From an optimization exercise on the open Yosys and OpenROAD flow, aimed at a short achievable clock period and few clock cycles; shortcuts taken in it are not production practice.
Function was checked by simulation only, so behaviour that the tests miss may differ from the original.
Power figures rest on the tool's default switching activity, not on a simulated workload.

==> module rdu, before the edit <==
module rdu(s1, s2, sd, w1, w2, wd, w_val, r1, r2, r3, r4, r5, r6, r7, imm, v1, v2, vd, addr);
    input [7:0]  s1, s2, sd;
    input        w1, w2, wd;
    input [15:0] w_val, r1, r2, r3, r4, r5, r6, r7, imm;
    output [15:0] v1, v2, vd;
    output [11:0] addr;
    function [15:0] rfsel(input [7:0] s, input [15:0] x1, input [15:0] x2, input [15:0] x3,
                          input [15:0] x4, input [15:0] x5, input [15:0] x6, input [15:0] x7);
        rfsel = ({16{s[1]}} & x1) | ({16{s[2]}} & x2) | ({16{s[3]}} & x3) |
                ({16{s[4]}} & x4) | ({16{s[5]}} & x5) | ({16{s[6]}} & x6) |
                ({16{s[7]}} & x7);
    endfunction
    assign v1 = w1 ? w_val : rfsel(s1, r1, r2, r3, r4, r5, r6, r7);
    assign v2 = w2 ? w_val : rfsel(s2, r1, r2, r3, r4, r5, r6, r7);
    assign vd = wd ? w_val : rfsel(sd, r1, r2, r3, r4, r5, r6, r7);
    wire [11:0] a_rf, a_w;
    wire [15:0] rf1 = rfsel(s1, r1, r2, r3, r4, r5, r6, r7);
    ks12 add_rf (.a(rf1[11:0]), .b(imm[11:0]), .s(a_rf));
    ks12 add_w  (.a(w_val[11:0]), .b(imm[11:0]), .s(a_w));
    assign addr = w1 ? a_w[11:0] : a_rf[11:0];
endmodule
clock: 8.0 ns
lec_check: 0
cap_margin: 20
core_margin: 2
core_utilization: 50
place_density: 0.7
setup_slack_margin: 5
slew_margin: 20
synth_hierarchical: 1
standard.sh (not shown) runs the stock make flow with config.mk's settings and CLKGATE_MAP_FILE= SYNTH_SCRIPT=/design/flow/synth_recipe.tcl, a recipe that flattens the netlist after the stock synthesis.
==> flow/flow/run.sh <==
#!/bin/bash
# The standard layout (standard.sh), with these changes to how it is made:
#  - ORFS's full/half-adder extraction is off, so ABC maps the adders itself;
#  - ABC does not use a few weak cells (flow/my_synth.tcl);
set -o pipefail
export FLOW_SYNTH_TCL=$PWD/synth_recipe.tcl
bash standard.sh ADDER_MAP_FILE= SETUP_SLACK_MARGIN=6 SYNTH_SCRIPT=$PWD/flow/my_synth.tcl finish > standard.log 2>&1
==> flow/flow/my_synth.tcl <==
# The standard flow's synthesis script (synth_recipe.tcl), with ABC told not to use some
# slow or weak cells: a222oi_1 (made in one size only), the _0 drive-strength
# cells, mux4, or4, a221o and a211o. Flip-flops are mapped before ABC runs, so
# the registers are the same.
proc abc {args} {
  foreach c {sky130_fd_sc_hd__a222oi_1 sky130_fd_sc_hd__*_0 sky130_fd_sc_hd__mux4*
             sky130_fd_sc_hd__or4* sky130_fd_sc_hd__a221o* sky130_fd_sc_hd__a211o_*} {
    lappend args -dont_use $c
  }
  yosys abc {*}$args
}
source $::env(FLOW_SYNTH_TCL)
The baseline passed the timing, design-rule and antenna checks.
Testbench counts at the start, summed over its fixed seeds: cycles 32,740.
Next try:
--- a/flow/design.v
+++ b/flow/design.v
@@ -268,15 +268,26 @@
                 ({16{s[7]}} & x7);
     endfunction
     assign v1 = w1 ? w_val : rfsel(s1, r1, r2, r3, r4, r5, r6, r7);
     assign v2 = w2 ? w_val : rfsel(s2, r1, r2, r3, r4, r5, r6, r7);
     assign vd = wd ? w_val : rfsel(sd, r1, r2, r3, r4, r5, r6, r7);
+    agu agu (.s1(s1), .w1(w1), .w_val(w_val[11:0]), .r1(r1[11:0]), .r2(r2[11:0]),
+             .r3(r3[11:0]), .r4(r4[11:0]), .r5(r5[11:0]), .r6(r6[11:0]), .r7(r7[11:0]),
+             .imm(imm[11:0]), .addr(addr));
+endmodule
+module agu(s1, w1, w_val, r1, r2, r3, r4, r5, r6, r7, imm, addr);
+    input [7:0]  s1;
+    input        w1;
+    input [11:0] w_val, r1, r2, r3, r4, r5, r6, r7, imm;
+    output [11:0] addr;
+    wire [11:0] rf1 = ({12{s1[1]}} & r1) | ({12{s1[2]}} & r2) | ({12{s1[3]}} & r3) |
+                      ({12{s1[4]}} & r4) | ({12{s1[5]}} & r5) | ({12{s1[6]}} & r6) |
+                      ({12{s1[7]}} & r7);
     wire [11:0] a_rf, a_w;
-    wire [15:0] rf1 = rfsel(s1, r1, r2, r3, r4, r5, r6, r7);
-    ks12 add_rf (.a(rf1[11:0]), .b(imm[11:0]), .s(a_rf));
-    ks12 add_w  (.a(w_val[11:0]), .b(imm[11:0]), .s(a_w));
-    assign addr = w1 ? a_w[11:0] : a_rf[11:0];
+    ks12 add_rf (.a(rf1), .b(imm), .s(a_rf));
+    ks12 add_w  (.a(w_val), .b(imm), .s(a_w));
+    assign addr = w1 ? a_w : a_rf;
 endmodule
 module ks12(a, b, s);
     input [11:0] a, b;
     output [11:0] s;
     reg [11:0] g, p, g1, p1, g2, p2, g3, p3, g4;
Outcome: Power goes up by 1.2%. Sequential power goes up by about 2%. Synthesized area goes up by 2.6%. Worst setup slack is worse by 0.011 ns. Maximum frequency goes down by 0.41%. First-iteration DRC count goes down by 4.6%. Routed wire length goes up by 1.0%. Register-to-register slack is worse by 0.02 ns. Critical path depth stays the same. Non-clock buffer count goes down by 64.
Testbench counts after the change, summed over its fixed seeds: cycles 32,740.

[what the ideal ports hide]
Ports are ideal in the flow. The routed layouts listed here were re-timed in OpenROAD. Step 1, drivers: a clkbuf_16 drives clock and a buf_2 each remaining input, both assumed. Step 2, shift: input delay + t, output delay - t, t = (earliest + latest rising clock arrival at the registers) / 2. This alone moves slack from input paths to output paths. a / b / c = no drivers / after step 1 / after step 2; a / b = the first two.
run	t (ns)	setup slack, ns	clock arrival spread, ns	worst slew at a driven data input, ns	pins driven straight from the clock port
the first run	0.604	5.365 / 5.302 / 4.810	0.023 / 0.022	0.06	1
the second run	0.598	5.354 / 5.298 / 4.924	0.024 / 0.024	0.06	1
After both steps setup and hold are still met in every run listed. For the first run, which loses most, drivers alone change the setup slack by -0.063 ns; drivers and shift together by -0.555 ns.
